Background: an optimization exercise with open tools, aiming at a short achievable clock period and few clock cycles. Do not read the settings as production practice.
Only simulation tests tie the RTL to the original design; equivalence was not proved.
Power is estimated from default activity; no workload was simulated.

==> run H: inputs <==
Design cpu, start of the top module:
module cpu (
    input         clk,
    input         reset,
    output [31:0] iaddr,
    input  [31:0] idata,
    output [31:0] daddr,
    input  [31:0] drdata,
    output [31:0] dwdata,
    output [3:0]  dwe
);
    reg  [31:0] pc;
    reg  [31:0] r [1:31];            
    reg         e_valid;
    reg  [31:0] e_pc, e_pc4, e_target, e_aux, e_rv1, e_rv2, e_opb;
    reg  [4:0]  e_rd;
    reg  [2:0]  e_f3;
    reg         e_sub, e_b31, e_sra;
    reg         e_sel_sum, e_sel_slt, e_sel_sltu, e_sel_xor, e_sel_or, e_sel_and;
    reg         e_sel_sll, e_sel_srl, e_use_aux, e_sumres;
    reg         e_is_branch, e_is_jalr, e_is_load, e_is_store, e_wen;
    reg         e_pred, e_hit;
    reg  [1:0]  e_ctr;
    reg         m_wen, m_is_load;
    reg  [4:0]  m_rd;
    reg  [2:0]  m_f3;
    reg  [31:0] m_val, m_daddr, m_dwdata;
    reg  [3:0]  m_dwe;
    reg         pht_v   [0:15];
    reg  [25:0] pht_tag [0:15];
    reg  [1:0]  pht_ctr [0:15];
    wire f_lui, f_auipc, f_jal, f_jalr, f_branch, f_load, f_store, f_opimm, f_op;
    wire f_wen, f_use_rs1, f_use_rs2, f_use_imm;
    wire [3:0]  f_aluop;
    wire [31:0] imm_i, imm_s, imm_b, imm_u, imm_j;
    dummydecoder dec (
        .instr(idata), .is_lui(f_lui), .is_auipc(f_auipc), .is_jal(f_jal), .is_jalr(f_jalr),
        .is_branch(f_branch), .is_load(f_load), .is_store(f_store), .is_opimm(f_opimm),
        .is_op(f_op), .wen(f_wen), .use_rs1(f_use_rs1), .use_rs2(f_use_rs2),
        .use_imm(f_use_imm), .aluop(f_aluop),
        .imm_i(imm_i), .imm_s(imm_s), .imm_b(imm_b), .imm_u(imm_u), .imm_j(imm_j)
    );
    wire [4:0] f_rs1 = idata[19:15];
    wire [4:0] f_rs2 = idata[24:20];
    wire [4:0] f_rd  = idata[11:7];
    wire [31:0] f_pc4 = pc + 32'd4;
    wire [12:0] tb_lo;
    wire        tb_c;
    wire [18:0] tb_hp, tb_hm, tb_hi;
    add_c  #(13) tb_add (.a(pc[12:0]), .b(imm_b[12:0]), .s(tb_lo), .co(tb_c));
    incdec #(19) tb_inc (.x(pc[31:13]), .p(tb_hp), .m(tb_hm));
    csel   #(19) tb_sel (.c(tb_c), .sgn(imm_b[31]), .h(pc[31:13]), .hp(tb_hp), .hm(tb_hm), .y(tb_hi));
    wire [31:0] f_tgt_b = {tb_hi, tb_lo};
    wire [20:0] tj_lo;
    wire        tj_c;
    wire [10:0] tj_hp, tj_hm, tj_hi;
    add_c  #(21) tj_add (.a(pc[20:0]), .b(imm_j[20:0]), .s(tj_lo), .co(tj_c));
    incdec #(11) tj_inc (.x(pc[31:21]), .p(tj_hp), .m(tj_hm));
  ...
==> module rsel32, before the edit <==
module rsel32 (
    input      [31:0]   sel,
    input      [1023:0] words,      
    output     [31:0]   q
);
    genvar b, w;
    generate
        for (b = 0; b < 32; b = b + 1) begin : col
            wire [31:0] bits;
            assign bits[0] = 1'b0;
            for (w = 1; w < 32; w = w + 1) begin : word
                assign bits[w] = words[32 * w + b];
            end
            assign q[b] = |(sel & bits);
        end
    endgenerate
endmodule
==> flow/config.mk <==
export PLATFORM = sky130hd
export DESIGN_NAME = cpu
export DESIGN_NICKNAME = cpu
export VERILOG_FILES = /design/flow/design.v
export SDC_FILE = /design/flow/constraint.sdc
export NUM_CORES = 4
export LEC_CHECK = 0
export CAP_MARGIN = 20
export CORE_MARGIN = 2
export CORE_UTILIZATION = 55
export SLEW_MARGIN = 20
export SYNTH_HIERARCHICAL = 1
export SYNTH_MINIMUM_KEEP_SIZE = 0
export TNS_END_PERCENT = 100
==> flow/constraint.sdc <==
create_clock -name core_clock -period 10.0 [get_ports {clk}]
set_input_delay 2.0000 -clock core_clock [delete_from_list [all_inputs] [get_ports {clk}]]
set_output_delay 2.0000 -clock core_clock [all_outputs]
set_load 0.01 [all_outputs]
standard.sh (not shown) runs the stock make flow with config.mk's settings and CLKGATE_MAP_FILE= SYNTH_SCRIPT=/design/flow/synth_recipe.tcl, a recipe that flattens the netlist after the stock synthesis.
==> flow/flow/run.sh <==
#!/bin/bash
set -eo pipefail
bash standard.sh "BUFFER_PORTS_ARGS=-buffer_cell sky130_fd_sc_hd__buf_4" \
    SETUP_SLACK_MARGIN=5.8 "IO_CONSTRAINTS=$PWD/flow/io.tcl" finish > make.log 2>&1
==> flow/flow/io.tcl <==
# Place reset and the four dwe outputs next to each other, mid-way up the
# right edge of the die: dwe depends combinationally on reset.
set die [ord::get_die_area]
set x1 [lindex $die 2]
set ymid [expr { ([lindex $die 1] + [lindex $die 3]) / 2.0 }]
set i 0
foreach p {dwe[0] dwe[1] reset dwe[2] dwe[3]} {
  place_pin -pin_name $p -layer met3 -pin_size {0.8 0.3} -force_to_die_boundary \
    -location [list $x1 [expr { $ymid + ($i - 2) * 2.72 }]]
  incr i
}
==> run R (differences from run H) <==
--- a/flow/design.v
+++ b/flow/design.v
@@ -150,28 +150,53 @@
 );
     assign sel = 32'd1 << a;
 endmodule
 module rsel32 (
     input      [31:0]   sel,
     input      [1023:0] words,      
     output     [31:0]   q
 );
-    genvar b, w;
+    genvar b, k;
     generate
         for (b = 0; b < 32; b = b + 1) begin : col
-            wire [31:0] bits;
-            assign bits[0] = 1'b0;
-            for (w = 1; w < 32; w = w + 1) begin : word
-                assign bits[w] = words[32 * w + b];
+            wire [15:0] t_n;             
+            wire [7:0]  p;               
+            wire [3:0]  u_n;             
+            wire [1:0]  v;               
+            g_nand2 t0 (.a(sel[1]), .b(words[32 + b]), .y(t_n[0]));
+            for (k = 1; k < 16; k = k + 1) begin : l1
+                g_aoi22 t (.a(sel[2 * k]), .b(words[64 * k + b]),
+                           .c(sel[2 * k + 1]), .d(words[64 * k + 32 + b]), .y(t_n[k]));
             end
-            assign q[b] = |(sel & bits);
+            for (k = 0; k < 8; k = k + 1) begin : l2
+                g_nand2 g (.a(t_n[2 * k]), .b(t_n[2 * k + 1]), .y(p[k]));
+            end
+            for (k = 0; k < 4; k = k + 1) begin : l3
+                g_nor2 g (.a(p[2 * k]), .b(p[2 * k + 1]), .y(u_n[k]));
+            end
+            for (k = 0; k < 2; k = k + 1) begin : l4
+                g_nand2 g (.a(u_n[2 * k]), .b(u_n[2 * k + 1]), .y(v[k]));
+            end
+            g_or2 o (.a(v[0]), .b(v[1]), .y(q[b]));
         end
     endgenerate
 endmodule
+module g_aoi22 (input a, input b, input c, input d, output y);
+    assign y = ~((a & b) | (c & d));
+endmodule
+module g_nand2 (input a, input b, output y);
+    assign y = ~(a & b);
+endmodule
+module g_nor2 (input a, input b, output y);
+    assign y = ~(a | b);
+endmodule
+module g_or2 (input a, input b, output y);
+    assign y = a | b;
+endmodule
 module dummydecoder (
     input  [31:0] instr,
     output        is_lui,
     output        is_auipc,
     output        is_jal,
     output        is_jalr,
     output        is_branch,
     output        is_load,
==> flow/flow/run.sh (replaced) <==
#!/bin/bash
set -eo pipefail
bash standard.sh "BUFFER_PORTS_ARGS=-buffer_cell sky130_fd_sc_hd__buf_4" \
    SETUP_SLACK_MARGIN=6.2 "IO_CONSTRAINTS=$PWD/flow/io.tcl" finish > make.log 2>&1
==> run Y (differences from run H) <==
--- a/flow/design.v
+++ b/flow/design.v
@@ -302,18 +302,17 @@
     wire        m_hits2 = m_wen & (f_rs2 == m_rd);
     wire [3:0]  p_idx = pc[5:2];
     wire        p_hit = pht_v[p_idx] && pht_tag[p_idx] == pc[31:6];
     wire [1:0]  p_ctr = pht_ctr[p_idx];
     wire        z;
     zdet zd (.a(e_rv1), .b(e_opb), .cin(e_sub), .z(z));
     wire        f_zb = (idata[14:13] == 2'b00) & e_valid & e_wen & e_sumres &
                        (((f_rs2 == 5'd0) & (f_rs1 == e_rd)) | ((f_rs1 == 5'd0) & (f_rs2 == e_rd)));
-    wire        f_static  = idata[31] | (idata[14:12] == 3'b001);
-    wire        f_pred_br = f_branch & (f_zb ? (z ^ idata[12]) : p_hit ? p_ctr[1] : f_static);
+    wire        f_pred_br = f_branch & (f_zb ? (z ^ idata[12]) : p_hit ? p_ctr[1] : idata[31]);
     wire        f_jfuse   = f_jalr & e_hits1 & e_use_aux;
     wire stall = e_valid & e_is_load & e_wen &
                  ((f_use_rs1 & (f_rs1 == e_rd)) | (f_use_rs2 & (f_rs2 == e_rd)));
     wire [1023:0] words;
     genvar gw;
     generate
         assign words[31:0] = 32'd0;
         for (gw = 1; gw < 32; gw = gw + 1) begin : rw
==> flow/flow/run.sh (replaced) <==
#!/bin/bash
set -eo pipefail
bash standard.sh "BUFFER_PORTS_ARGS=-buffer_cell sky130_fd_sc_hd__buf_4" \
    SETUP_SLACK_MARGIN=5.8 finish > make.log 2>&1
==> flow/config.mk (replaced) <==
export PLATFORM = sky130hd
export DESIGN_NAME = cpu
export DESIGN_NICKNAME = cpu
export VERILOG_FILES = /design/flow/design.v
export SDC_FILE = /design/flow/constraint.sdc
export NUM_CORES = 4
export LEC_CHECK = 0
export CAP_MARGIN = 20
export CORE_MARGIN = 2
export CORE_UTILIZATION = 40
export SLEW_MARGIN = 20
export SYNTH_HIERARCHICAL = 1
export SYNTH_MINIMUM_KEEP_SIZE = 0
export TNS_END_PERCENT = 100
removed: flow/flow/io.tcl
==> comparison table <==
item                                                                  run H           run Y           run R
Proportion of power drawn by combinational gates                      0.222           0.236           0.235
Proportion of final cell area spent on non-clock buffers            0.04222         0.04338         0.05270
Critical path fanouts, max                                               32               7               7
Clk pwr share                                                         0.340           0.344           0.337
Initial detailed-routing violation count                              12220           11800           10420
Sequential Area                                                   52250 um2       52230 um2       52260 um2
Synth Cell Area                                                   92410 um2       91680 um2       97110 um2
Area of the die                                                  171300 um2      233100 um2      179900 um2
Fraction of layout instances using a drive strength above 1          0.1982          0.2043          0.3246
Max-slew headroom                                                    0.1935          0.1176         0.08847
Maximum achievable frequency                                      228.8 MHz       222.4 MHz       230.5 MHz
Slack of the worst reg-to-reg path                                  5.71 ns         5.73 ns         5.66 ns
Status                                                       finished clean  finished clean  finished clean
Area of the placeable core                                       167000 um2      227700 um2      175700 um2
Power density over cell area                                   208.8 nW/um2    216.6 nW/um2    196.5 nW/um2
I/O pin count                                                           161             166             161
Sw power                                                         0.006828 W      0.007339 W      0.006963 W
Testbench counts of run H, summed over its fixed seeds: cycles 96,386.
Testbench counts of run R, summed over its fixed seeds: cycles 96,386.
Testbench counts of run Y, summed over its fixed seeds: cycles 96,911.


==> inputs of build 91 <==
Starting RTL as in the previous note.
clock: 10.0 ns
lec_check: 0
cap_margin: 20
core_margin: 2
core_utilization: 55
slew_margin: 20
synth_hierarchical: 1
synth_minimum_keep_size: 0
tns_end_percent: 100
==> flow/flow/run.sh <==
#!/bin/bash
set -eo pipefail
bash standard.sh "BUFFER_PORTS_ARGS=-buffer_cell sky130_fd_sc_hd__buf_4" \
    SETUP_SLACK_MARGIN=5.8 finish > make.log 2>&1
==> build 36 (differences from build 91) <==
--- a/flow/design.v
+++ b/flow/design.v
@@ -156,16 +156,41 @@
     output     [31:0]   q
 );
-    genvar b, w;
+    genvar b, k;
     generate
         for (b = 0; b < 32; b = b + 1) begin : col
-            wire [31:0] bits;
-            assign bits[0] = 1'b0;
-            for (w = 1; w < 32; w = w + 1) begin : word
-                assign bits[w] = words[32 * w + b];
+            wire [15:0] t_n;             
+            wire [7:0]  p;               
+            wire [3:0]  u_n;             
+            wire [1:0]  v;               
+            g_nand2 t0 (.a(sel[1]), .b(words[32 + b]), .y(t_n[0]));
+            for (k = 1; k < 16; k = k + 1) begin : l1
+                g_aoi22 t (.a(sel[2 * k]), .b(words[64 * k + b]),
+                           .c(sel[2 * k + 1]), .d(words[64 * k + 32 + b]), .y(t_n[k]));
             end
-            assign q[b] = |(sel & bits);
+            for (k = 0; k < 8; k = k + 1) begin : l2
+                g_nand2 g (.a(t_n[2 * k]), .b(t_n[2 * k + 1]), .y(p[k]));
+            end
+            for (k = 0; k < 4; k = k + 1) begin : l3
+                g_nor2 g (.a(p[2 * k]), .b(p[2 * k + 1]), .y(u_n[k]));
+            end
+            for (k = 0; k < 2; k = k + 1) begin : l4
+                g_nand2 g (.a(u_n[2 * k]), .b(u_n[2 * k + 1]), .y(v[k]));
+            end
+            g_or2 o (.a(v[0]), .b(v[1]), .y(q[b]));
         end
     endgenerate
 endmodule
+module g_aoi22 (input a, input b, input c, input d, output y);
+    assign y = ~((a & b) | (c & d));
+endmodule
+module g_nand2 (input a, input b, output y);
+    assign y = ~(a & b);
+endmodule
+module g_nor2 (input a, input b, output y);
+    assign y = ~(a | b);
+endmodule
+module g_or2 (input a, input b, output y);
+    assign y = a | b;
+endmodule
 module dummydecoder (
     input  [31:0] instr,
==> flow/flow/run.sh (replaced) <==
#!/bin/bash
set -eo pipefail
bash standard.sh "BUFFER_PORTS_ARGS=-buffer_cell sky130_fd_sc_hd__buf_4" \
    SETUP_SLACK_MARGIN=5.8 "IO_CONSTRAINTS=$PWD/flow/io.tcl" finish > make.log 2>&1
==> flow/flow/io.tcl (new file) <==
# Place reset and the four dwe outputs next to each other, mid-way up the
# right edge of the die: dwe depends combinationally on reset.
set die [ord::get_die_area]
set x1 [lindex $die 2]
set ymid [expr { ([lindex $die 1] + [lindex $die 3]) / 2.0 }]
set i 0
foreach p {dwe[0] dwe[1] reset dwe[2] dwe[3]} {
  place_pin -pin_name $p -layer met3 -pin_size {0.8 0.3} -force_to_die_boundary \
    -location [list $x1 [expr { $ymid + ($i - 2) * 2.72 }]]
  incr i
}
==> build 16 (differences from build 91) <==
--- a/flow/design.v
+++ b/flow/design.v
@@ -156,16 +156,41 @@
     output     [31:0]   q
 );
-    genvar b, w;
+    genvar b, k;
     generate
         for (b = 0; b < 32; b = b + 1) begin : col
-            wire [31:0] bits;
-            assign bits[0] = 1'b0;
-            for (w = 1; w < 32; w = w + 1) begin : word
-                assign bits[w] = words[32 * w + b];
+            wire [15:0] t_n;             
+            wire [7:0]  p;               
+            wire [3:0]  u_n;             
+            wire [1:0]  v;               
+            g_nand2 t0 (.a(sel[1]), .b(words[32 + b]), .y(t_n[0]));
+            for (k = 1; k < 16; k = k + 1) begin : l1
+                g_aoi22 t (.a(sel[2 * k]), .b(words[64 * k + b]),
+                           .c(sel[2 * k + 1]), .d(words[64 * k + 32 + b]), .y(t_n[k]));
             end
-            assign q[b] = |(sel & bits);
+            for (k = 0; k < 8; k = k + 1) begin : l2
+                g_nand2 g (.a(t_n[2 * k]), .b(t_n[2 * k + 1]), .y(p[k]));
+            end
+            for (k = 0; k < 4; k = k + 1) begin : l3
+                g_nor2 g (.a(p[2 * k]), .b(p[2 * k + 1]), .y(u_n[k]));
+            end
+            for (k = 0; k < 2; k = k + 1) begin : l4
+                g_nand2 g (.a(u_n[2 * k]), .b(u_n[2 * k + 1]), .y(v[k]));
+            end
+            g_or2 o (.a(v[0]), .b(v[1]), .y(q[b]));
         end
     endgenerate
 endmodule
+module g_aoi22 (input a, input b, input c, input d, output y);
+    assign y = ~((a & b) | (c & d));
+endmodule
+module g_nand2 (input a, input b, output y);
+    assign y = ~(a & b);
+endmodule
+module g_nor2 (input a, input b, output y);
+    assign y = ~(a | b);
+endmodule
+module g_or2 (input a, input b, output y);
+    assign y = a | b;
+endmodule
 module dummydecoder (
     input  [31:0] instr,
==> flow/flow/run.sh (replaced) <==
#!/bin/bash
set -eo pipefail
bash standard.sh "BUFFER_PORTS_ARGS=-buffer_cell sky130_fd_sc_hd__buf_4" \
    SETUP_SLACK_MARGIN=5.8 "IO_CONSTRAINTS=$PWD/flow/io.tcl" finish > make.log 2>&1
==> flow/flow/io.tcl (new file) <==
# Place reset and the four dwe outputs next to each other, mid-way up the
# right edge of the die: dwe depends combinationally on reset.
set die [ord::get_die_area]
set x1 [lindex $die 2]
set ymid [expr { ([lindex $die 1] + [lindex $die 3]) / 2.0 }]
set i 0
foreach p {dwe[0] dwe[1] reset dwe[2] dwe[3]} {
  place_pin -pin_name $p -layer met3 -pin_size {0.8 0.3} -force_to_die_boundary \
    -location [list $x1 [expr { $ymid + ($i - 2) * 2.72 }]]
  incr i
}
Settings changed: CORE_UTILIZATION 55 to 65.
==> summary.md <==
• **average cell area after synthesis** 12.5 µm²
• **status** timing/DRC/antenna clean
• **proportion of layout cells with a drive suffix above 1** 28.8%
• **Worst Setup Slack post-DPL** 4.29 ns
• **number of global-route vias before repair** 67600
• **WL met1** 142000 µm
• **number of clock buffers inserted by TritonCTS** 193
• **Max stage delay on crit path** 0.43 ns
Source of the figures above: build 36

==> summary.md <==
• **proportion of layout cells with a drive suffix above 1** 28.2%
• **Max stage delay on crit path** 0.57 ns
• **average cell area after synthesis** 12.5 µm²
• **number of global-route vias before repair** 68800
• **status** timing/DRC/antenna clean
Source of the figures above: build 16

==> summary.md <==
• **proportion of layout cells with a drive suffix above 1** 20.3%
• **share of total power in sequential cells** 44.2%
• **number of global-route vias before repair** 66600
• **number of clock buffers inserted by TritonCTS** 191
• **status** timing/DRC/antenna clean
• **Max stage delay on crit path** 0.13 ns
• **average cell area after synthesis** 12.5 µm²
• **WL met1** 133000 µm
Source of the figures above: build 91

Testbench counts of build 91, summed over its fixed seeds: cycles 96,386.
Testbench counts of build 36, summed over its fixed seeds: cycles 96,386.
Testbench counts of build 16, summed over its fixed seeds: cycles 96,386.

static timing again, ports no longer ideal:
No port has a modelled driver above. Below, the same layouts with a new extraction and two added sets of constraints.
Step 1 sets driving cells, clkbuf_16 on the clock port and buf_2 on the other inputs (assumed; they add their load-dependent delay and slew).
Step 2 adds t to the input delays and takes it off the output delays; t is the mean of the earliest and latest rising clock arrival at the registers after step 1. Input paths then give back, and output paths get back, about the clock's delay inside the block.
Three values: ideal, step 1, step 2; two values: the first two.
| run | shift t [ns] | setup WS [ns] | hold slack, ns |
|---|---|---|---|
| run H | 0.939 | 5.629 / 5.580 / 4.743 | 0.324 / 0.324 / 0.324 |
| run R | 0.935 | 5.662 / 5.598 / 4.865 | 0.322 / 0.322 / 0.322 |
| run Y | 0.959 | 5.503 / 5.443 / 4.693 | 0.297 / 0.297 / 0.297 |
| build 91 | 0.952 | 5.640 / 5.546 / 4.723 | 0.322 / 0.322 / 0.322 |
| build 36 | 0.924 | 5.604 / 5.591 / 4.728 | 0.321 / 0.321 / 0.321 |
| build 16 | 0.933 | 5.418 / 5.418 / 4.738 | 0.302 / 0.302 / 0.302 |
After both steps every run listed still meets setup and hold. For build 91, which loses most, drivers alone change the setup slack by -0.094 ns; drivers and shift together by -0.917 ns.
